Source: an optimization exercise on an open RTL-to-GDS flow (aim: small area, a short achievable clock period and few clock cycles per item). Production flows keep margins and buffers that such runs may drop. RTL that was checked went through simulation tests only; none was proved equivalent to the original. Power figures rest on the tool's default switching activity, not on a simulated workload.

==> inputs of run M <==
// pm32
module pm32 (
    input  logic          clk,
    input  logic          rst,
    input  logic          start,
    input  logic [31:0]   mc,
    input  logic [31:0]   mp,
    output logic [63:0]   p,
    output logic          done,
    input  logic          op  
);
    always_ff @(posedge clk or posedge rst) begin
        if (rst)
            done <= 1'b0;
        else if (start)
            done <= 1'b1;
    end
    logic [15:0] ng, nx;
    logic [1:0]  onen [16];
    logic [1:0]  twon [16];
    logic [32:0] mpx;
    assign mpx = {mp, 1'b0};
    genvar j, i;
    generate
        for (j = 0; j < 16; j++) begin : gen_enc
            assign nx[j]  = mpx[2*j+2];
            ENG  e0 (.c(mpx[2*j+2]), .a(mpx[2*j+1]), .b(mpx[2*j]), .y(ng[j]));
            EONE e1 (.a(mpx[2*j+1]), .b(mpx[2*j]), .y(onen[j][0]));
            EONE e3 (.a(mpx[2*j+1]), .b(mpx[2*j]), .y(onen[j][1]));
            ETWO e2 (.c(mpx[2*j+2]), .a(mpx[2*j+1]), .b(mpx[2*j]), .y(twon[j][0]));
            ETWO e4 (.c(mpx[2*j+2]), .a(mpx[2*j+1]), .b(mpx[2*j]), .y(twon[j][1]));
        end
    endgenerate
    logic [32:0] m;
    assign m = {mc[31], mc};
    logic [33:0] z0;
    logic [32:0] pp0;
    assign z0[0] = ~nx[0];
    logic [33:0] z1;
    logic [32:0] pp1;
    assign z1[0] = ~nx[1];
    logic [33:0] z2;
    logic [32:0] pp2;
    assign z2[0] = ~nx[2];
    logic [33:0] z3;
    logic [32:0] pp3;
    assign z3[0] = ~nx[3];
    logic [33:0] z4;
    logic [32:0] pp4;
    assign z4[0] = ~nx[4];
    logic [33:0] z5;
    logic [32:0] pp5;
    assign z5[0] = ~nx[5];
    logic [33:0] z6;
    logic [32:0] pp6;
    assign z6[0] = ~nx[6];
    logic [33:0] z7;
    logic [32:0] pp7;
    assign z7[0] = ~nx[7];
    logic [33:0] z8;
    logic [32:0] pp8;
    assign z8[0] = ~nx[8];
    logic [33:0] z9;
    logic [32:0] pp9;
    assign z9[0] = ~nx[9];
    logic [33:0] z10;
    logic [32:0] pp10;
    assign z10[0] = ~nx[10];
  ...
export LEC_CHECK = 0
export CAP_MARGIN = 20
export CORE_MARGIN = 2
export CORE_UTILIZATION = 40
export PLACE_DENSITY = 0.8
export SETUP_SLACK_MARGIN = 0.6
export SLEW_MARGIN = 20
export SYNTH_HIERARCHICAL = 1
create_clock -name core_clock -period 5.0 [get_ports {clk}]
standard.sh (not shown) runs the stock make flow with config.mk's settings and CLKGATE_MAP_FILE= SYNTH_SCRIPT=/design/flow/synth_recipe.tcl, a recipe that flattens the netlist after the stock synthesis.
==> flow/flow/run.sh <==
#!/bin/bash
# The standard layout, with the port buffers chosen here instead of by
# buffer_ports itself (it picks a slow delay buffer on sky130hd): buf_4 on the
# inputs, which feed the multiplier's wide fanout, and on the outputs.
set -euo pipefail
export DONT_BUFFER_PORTS=1
export PRE_GLOBAL_PLACE_TCL="$PWD/flow/ports.tcl"
export POST_GLOBAL_PLACE_TCL="$PWD/flow/ports_post.tcl"
bash standard.sh > standard.log 2>&1
==> flow/flow/ports.tcl <==
# Sourced by ORFS's global_place.tcl before placement (DONT_BUFFER_PORTS=1
# skips its own buffer_ports call): every input and output port gets a buffer.
# They are kept from remove_buffers, which runs next, by dont_touch until
# placement is done (ports_post.tcl).
buffer_ports -inputs -buffer_cell sky130_fd_sc_hd__buf_4
buffer_ports -outputs -buffer_cell sky130_fd_sc_hd__buf_4
set port_bufs [concat [get_cells input*] [get_cells output*]]
puts "port buffers: [llength $port_bufs]"
set_dont_touch $port_bufs
==> flow/flow/ports_post.tcl <==
# Sourced by ORFS's global_place.tcl after placement: the port buffers may be
# resized again from here on.
set port_bufs [concat [get_cells input*] [get_cells output*]]
puts "port buffers after placement: [llength $port_bufs]"
unset_dont_touch $port_bufs
==> run R (differences from run M) <==
--- a/flow/design.v
+++ b/flow/design.v
@@ -14,24 +14,20 @@
         if (rst)
             done <= 1'b0;
         else if (start)
             done <= 1'b1;
     end
-    logic [15:0] ng, nx;
-    logic [1:0]  onen [16];
-    logic [1:0]  twon [16];
+    logic [15:0] ng, nx, onen, twon;
     logic [32:0] mpx;
     assign mpx = {mp, 1'b0};
     genvar j, i;
     generate
         for (j = 0; j < 16; j++) begin : gen_enc
             assign nx[j]  = mpx[2*j+2];
             ENG  e0 (.c(mpx[2*j+2]), .a(mpx[2*j+1]), .b(mpx[2*j]), .y(ng[j]));
-            EONE e1 (.a(mpx[2*j+1]), .b(mpx[2*j]), .y(onen[j][0]));
-            EONE e3 (.a(mpx[2*j+1]), .b(mpx[2*j]), .y(onen[j][1]));
-            ETWO e2 (.c(mpx[2*j+2]), .a(mpx[2*j+1]), .b(mpx[2*j]), .y(twon[j][0]));
-            ETWO e4 (.c(mpx[2*j+2]), .a(mpx[2*j+1]), .b(mpx[2*j]), .y(twon[j][1]));
+            EONE e1 (.a(mpx[2*j+1]), .b(mpx[2*j]), .y(onen[j]));
+            ETWO e2 (.c(mpx[2*j+2]), .a(mpx[2*j+1]), .b(mpx[2*j]), .y(twon[j]));
         end
     endgenerate
     logic [32:0] m;
     assign m = {mc[31], mc};
     logic [33:0] z0;
@@ -83,41 +79,41 @@
     logic [32:0] pp15;
     assign z15[0] = ~nx[15];
     generate
         for (i = 0; i < 33; i++) begin : gen_pp
             XN  x0 (.a(m[i]), .b(nx[0]), .y(z0[i+1]));
-            SEL s0 (.z(z0[i+1]), .z1(z0[i]), .onen(onen[0][i/17]), .twon(twon[0][i/17]), .pp(pp0[i]));
+            SEL s0 (.z(z0[i+1]), .z1(z0[i]), .onen(onen[0]), .twon(twon[0]), .pp(pp0[i]));
             XN  x1 (.a(m[i]), .b(nx[1]), .y(z1[i+1]));
-            SEL s1 (.z(z1[i+1]), .z1(z1[i]), .onen(onen[1][i/17]), .twon(twon[1][i/17]), .pp(pp1[i]));
+            SEL s1 (.z(z1[i+1]), .z1(z1[i]), .onen(onen[1]), .twon(twon[1]), .pp(pp1[i]));
             XN  x2 (.a(m[i]), .b(nx[2]), .y(z2[i+1]));
-            SEL s2 (.z(z2[i+1]), .z1(z2[i]), .onen(onen[2][i/17]), .twon(twon[2][i/17]), .pp(pp2[i]));
+            SEL s2 (.z(z2[i+1]), .z1(z2[i]), .onen(onen[2]), .twon(twon[2]), .pp(pp2[i]));
             XN  x3 (.a(m[i]), .b(nx[3]), .y(z3[i+1]));
-            SEL s3 (.z(z3[i+1]), .z1(z3[i]), .onen(onen[3][i/17]), .twon(twon[3][i/17]), .pp(pp3[i]));
+            SEL s3 (.z(z3[i+1]), .z1(z3[i]), .onen(onen[3]), .twon(twon[3]), .pp(pp3[i]));
             XN  x4 (.a(m[i]), .b(nx[4]), .y(z4[i+1]));
-            SEL s4 (.z(z4[i+1]), .z1(z4[i]), .onen(onen[4][i/17]), .twon(twon[4][i/17]), .pp(pp4[i]));
+            SEL s4 (.z(z4[i+1]), .z1(z4[i]), .onen(onen[4]), .twon(twon[4]), .pp(pp4[i]));
             XN  x5 (.a(m[i]), .b(nx[5]), .y(z5[i+1]));
-            SEL s5 (.z(z5[i+1]), .z1(z5[i]), .onen(onen[5][i/17]), .twon(twon[5][i/17]), .pp(pp5[i]));
+            SEL s5 (.z(z5[i+1]), .z1(z5[i]), .onen(onen[5]), .twon(twon[5]), .pp(pp5[i]));
             XN  x6 (.a(m[i]), .b(nx[6]), .y(z6[i+1]));
-            SEL s6 (.z(z6[i+1]), .z1(z6[i]), .onen(onen[6][i/17]), .twon(twon[6][i/17]), .pp(pp6[i]));
+            SEL s6 (.z(z6[i+1]), .z1(z6[i]), .onen(onen[6]), .twon(twon[6]), .pp(pp6[i]));
             XN  x7 (.a(m[i]), .b(nx[7]), .y(z7[i+1]));
-            SEL s7 (.z(z7[i+1]), .z1(z7[i]), .onen(onen[7][i/17]), .twon(twon[7][i/17]), .pp(pp7[i]));
+            SEL s7 (.z(z7[i+1]), .z1(z7[i]), .onen(onen[7]), .twon(twon[7]), .pp(pp7[i]));
             XN  x8 (.a(m[i]), .b(nx[8]), .y(z8[i+1]));
-            SEL s8 (.z(z8[i+1]), .z1(z8[i]), .onen(onen[8][i/17]), .twon(twon[8][i/17]), .pp(pp8[i]));
+            SEL s8 (.z(z8[i+1]), .z1(z8[i]), .onen(onen[8]), .twon(twon[8]), .pp(pp8[i]));
             XN  x9 (.a(m[i]), .b(nx[9]), .y(z9[i+1]));
-            SEL s9 (.z(z9[i+1]), .z1(z9[i]), .onen(onen[9][i/17]), .twon(twon[9][i/17]), .pp(pp9[i]));
+            SEL s9 (.z(z9[i+1]), .z1(z9[i]), .onen(onen[9]), .twon(twon[9]), .pp(pp9[i]));
             XN  x10 (.a(m[i]), .b(nx[10]), .y(z10[i+1]));
-            SEL s10 (.z(z10[i+1]), .z1(z10[i]), .onen(onen[10][i/17]), .twon(twon[10][i/17]), .pp(pp10[i]));
+            SEL s10 (.z(z10[i+1]), .z1(z10[i]), .onen(onen[10]), .twon(twon[10]), .pp(pp10[i]));
             XN  x11 (.a(m[i]), .b(nx[11]), .y(z11[i+1]));
-            SEL s11 (.z(z11[i+1]), .z1(z11[i]), .onen(onen[11][i/17]), .twon(twon[11][i/17]), .pp(pp11[i]));
+            SEL s11 (.z(z11[i+1]), .z1(z11[i]), .onen(onen[11]), .twon(twon[11]), .pp(pp11[i]));
             XN  x12 (.a(m[i]), .b(nx[12]), .y(z12[i+1]));
-            SEL s12 (.z(z12[i+1]), .z1(z12[i]), .onen(onen[12][i/17]), .twon(twon[12][i/17]), .pp(pp12[i]));
+            SEL s12 (.z(z12[i+1]), .z1(z12[i]), .onen(onen[12]), .twon(twon[12]), .pp(pp12[i]));
             XN  x13 (.a(m[i]), .b(nx[13]), .y(z13[i+1]));
-            SEL s13 (.z(z13[i+1]), .z1(z13[i]), .onen(onen[13][i/17]), .twon(twon[13][i/17]), .pp(pp13[i]));
+            SEL s13 (.z(z13[i+1]), .z1(z13[i]), .onen(onen[13]), .twon(twon[13]), .pp(pp13[i]));
             XN  x14 (.a(m[i]), .b(nx[14]), .y(z14[i+1]));
-            SEL s14 (.z(z14[i+1]), .z1(z14[i]), .onen(onen[14][i/17]), .twon(twon[14][i/17]), .pp(pp14[i]));
+            SEL s14 (.z(z14[i+1]), .z1(z14[i]), .onen(onen[14]), .twon(twon[14]), .pp(pp14[i]));
             XN  x15 (.a(m[i]), .b(nx[15]), .y(z15[i+1]));
-            SEL s15 (.z(z15[i+1]), .z1(z15[i]), .onen(onen[15][i/17]), .twon(twon[15][i/17]), .pp(pp15[i]));
+            SEL s15 (.z(z15[i+1]), .z1(z15[i]), .onen(onen[15]), .twon(twon[15]), .pp(pp15[i]));
         end
     endgenerate
     logic t1, t2, t3, t4, t5, t6, t7, t8, t9, t10, t11, t12, t13, t14, t15, t16, t17, t18, t19, t20, t21, t22, t23, t24, t25, t26, t27, t28, t29, t30, t31, t32, t33, t34, t35, t36, t37, t38, t39, t40, t41, t42, t43, t44, t45, t46, t47, t48, t49, t50, t51, t52, t53, t54, t55, t56, t57, t58, t59, t60, t61, t62, t63, t64, t65, t66, t67, t68, t69, t70, t71, t72, t73, t74, t75, t76, t77, t78, t79, t80, t81, t82, t83, t84, t85, t86, t87, t88, t89, t90, t91, t92, t93, t94, t95, t96, t97, t98, t99, t100, t101, t102, t103, t104, t105, t106, t107, t108, t109, t110, t111, t112, t113, t114, t115, t116, t117, t118, t119, t120, t121, t122, t123, t124, t125, t126, t127, t128, t129, t130, t131, t132, t133, t134, t135, t136, t137, t138, t139, t140, t141, t142, t143, t144, t145, t146, t147, t148, t149, t150, t151, t152, t153, t154, t155, t156, t157, t158, t159, t160, t161, t162, t163, t164, t165, t166, t167, t168, t169, t170, t171, t172, t173, t174, t175, t176, t177, t178, t179, t180, t181, t182, t183, t184, t185, t186, t187, t188, t189, t190, t191, t192, t193, t194, t195, t196, t197, t198, t199, t200, t201, t202, t203, t204, t205, t206, t207, t208, t209, t210, t211, t212, t213, t214, t215, t216, t217, t218, t219, t220, t221, t222, t223, t224, t225, t226, t227, t228, t229, t230, t231, t232, t233, t234, t235, t236, t237, t238, t239, t240, t241, t242, t243, t244, t245, t246, t247, t248, t249, t250, t251, t252, t253, t254, t255, t256, t257, t258, t259, t260, t261, t262, t263, t264, t265, t266, t267, t268, t269, t270, t271, t272, t273, t274, t275, t276, t277, t278, t279, t280, t281, t282, t283, t284, t285, t286, t287, t288, t289, t290, t291, t292, t293, t294, t295, t296, t297, t298, t299, t300, t301, t302, t303, t304, t305, t306, t307, t308, t309, t310, t311, t312, t313, t314, t315, t316, t317, t318, t319, t320, t321, t322, t323, t324, t325, t326, t327, t328, t329, t330, t331, t332, t333, t334, t335, t336, t337, t338, t339, t340, t341, t342, t343, t344, t345, t346, t347, t348, t349, t350, t351, t352, t353, t354, t355, t356, t357, t358, t359, t360, t361, t362, t363, t364, t365, t366, t367, t368, t369, t370, t371, t372, t373, t374, t375, t376, t377, t378, t379, t380, t381, t382, t383, t384, t385, t386, t387, t388, t389, t390, t391, t392, t393, t394, t395, t396, t397, t398, t399, t400, t401, t402, t403, t404, t405, t406, t407, t408, t409, t410, t411, t412, t413, t414, t415, t416, t417, t418, t419, t420, t421, t422, t423, t424, t425, t426, t427, t428, t429, t430, t431, t432, t433, t434, t435, t436, t437, t438, t439, t440, t441, t442, t443, t444, t445, t446, t447, t448, t449, t450, t451, t452, t453, t454, t455, t456, t457, t458, t459, t460, t461, t462, t463, t464, t465, t466, t467, t468, t469, t470, t471, t472, t473, t474, t475, t476, t477, t478, t479, t480, t481, t482, t483, t484, t485, t486, t487, t488, t489, t490, t491, t492, t493, t494, t495, t496, t497, t498, t499, t500, t501, t502, t503, t504, t505, t506, t507, t508, t509, t510, t511, t512, t513, t514, t515, t516, t517, t518, t519, t520, t521, t522, t523, t524, t525, t526, t527, t528, t529, t530, t531, t532, t533, t534, t535, t536, t537, t538, t539, t540, t541, t542, t543, t544, t545, t546, t547, t548, t549, t550, t551, t552, t553, t554, t555, t556, t557, t558, t559, t560, t561, t562, t563, t564, t565, t566, t567, t568, t569, t570, t571, t572, t573, t574, t575, t576, t577, t578, t579, t580, t581, t582, t583, t584, t585, t586, t587, t588, t589, t590, t591, t592, t593, t594, t595, t596, t597, t598, t599, t600, t601, t602, t603, t604, t605, t606, t607, t608, t609, t610, t611, t612, t613, t614, t615, t616, t617, t618, t619, t620, t621, t622, t623, t624, t625, t626, t627, t628, t629, t630, t631, t632, t633, t634, t635, t636, t637, t638, t639, t640, t641, t642, t643, t644, t645, t646, t647, t648, t649, t650, t651, t652, t653, t654, t655, t656, t657, t658, t659, t660, t661, t662, t663, t664, t665, t666, t667, t668, t669, t670, t671, t672, t673, t674, t675, t676, t677, t678, t679, t680, t681, t682, t683, t684, t685, t686, t687, t688, t689, t690, t691, t692, t693, t694, t695, t696, t697, t698, t699, t700, t701, t702, t703, t704, t705, t706, t707, t708, t709, t710, t711, t712, t713, t714, t715, t716, t717, t718, t719, t720, t721, t722, t723, t724, t725, t726, t727, t728, t729, t730, t731, t732, t733, t734, t735, t736, t737, t738, t739, t740, t741, t742, t743, t744, t745, t746, t747, t748, t749, t750, t751, t752, t753, t754, t755, t756, t757, t758, t759, t760, t761, t762, t763, t764, t765, t766, t767, t768, t769, t770, t771, t772, t773, t774, t775, t776, t777, t778, t779, t780, t781, t782, t783, t784, t785, t786, t787, t788, t789, t790, t791, t792, t793, t794, t795, t796, t797, t798, t799, t800, t801, t802, t803, t804, t805, t806, t807, t808, t809, t810, t811, t812, t813, t814, t815, t816, t817, t818, t819, t820, t821, t822, t823, t824, t825, t826, t827, t828, t829, t830, t831, t832, t833, t834, t835, t836, t837, t838, t839, t840, t841, t842, t843, t844, t845, t846, t847, t848, t849, t850, t851, t852, t853, t854, t855, t856, t857, t858, t859, t860, t861, t862, t863, t864, t865, t866, t867, t868, t869, t870, t871, t872, t873, t874, t875, t876, t877, t878, t879, t880, t881, t882, t883, t884, t885, t886, t887, t888, t889, t890, t891, t892, t893, t894, t895, t896, t897, t898, t899, t900, t901, t902, t903, t904, t905, t906, t907, t908, t909, t910, t911, t912, t913, t914, t915, t916, t917, t918, t919, t920, t921, t922, t923, t924, t925, t926, t927, t928, t929, t930, t931, t932, t933, t934, t935, t936, t937, t938, t939, t940, t941, t942, t943, t944, t945, t946, t947, t948, t949, t950, t951, t952, t953;
     G0 ut1 (.a(ng[1]), .b(pp0[2]), .y(t1));
     G1 ut2 (.a(ng[1]), .b(pp0[2]), .y(t2));
==> results.txt <==
quantity	run R	run M
Number of post-CTS setup repair buffers	2	3
Post-layout total power	27000 µW	27700 µW
Worst slack on hold paths	0.377 ns	0.381 ns
Final min period	4.38 ns	4.43 ns
Clock network latency to the later pin of the worst-skew pair	0.46 ns	0.44 ns
Height of the chip	257 µm	259 µm
Met2 Wirelength	39.4 mm	38.1 mm
Synthesized-area fraction occupied by ao, oa, aoi and oai cells	18.5%	18.5%
First-pass GRT wire length	127 mm	126 mm
Final core occ	48.5%	47.7%
Clock group	1190 µW	1240 µW
Adder-cell share of the synthesized area	32.8%	32.2%
Startpoint type of the worst setup path	primary input	flip-flop
Vias post-DR	21700	21669
Cell Int Power	14000 µW	14300 µW
Layout cells sized above 1	20.6%	20.7%
Placement row count	92	93
Final wirelength	85.7 mm	82.0 mm
Sw power	13000 µW	13400 µW
Max rail drop VDD	0.513 mV	0.441 mV
Endpoint kind of the worst setup timing path	flip-flop	primary output
Result of the run	no timing/DRC/antenna violations	no timing/DRC/antenna violations
Net Sw Frac	48.1%	48.4%
Testbench counts of run R, summed over its fixed seeds: cycles 1,600, items 1,600.
The RTL of run M was laid out without a check of its function.

-- afterwards: timing with drivers on the ports --
No port has a modelled driver above. Below, the same layouts with a new extraction and two added sets of constraints. Step 1 assumes that a clkbuf_16 drives the clock port and a buf_2 every other input. Step 2 moves the port delays by t, midway between the first and last clock arrival at a register: inputs arrive t later, outputs are due t later. That takes back most of the time a late clock gives input paths. Three values: ideal, step 1, step 2; two values: the first two.
| run | t, ns | slack for setup (ns) | worst setup path at the end | worst data-port slew with drivers (ns) |
|---|---|---|---|---|
| run M | 0.496 | 0.575 / 0.520 / 0.133 | input to register | 0.11 |
| run R | 0.510 | 0.625 / 0.587 / 0.078 | input to register | 0.17 |
After both steps every run listed still meets setup and hold. The setup slack of run R, which loses most, moves by -0.038 ns with the drivers and by -0.547 ns with both steps.
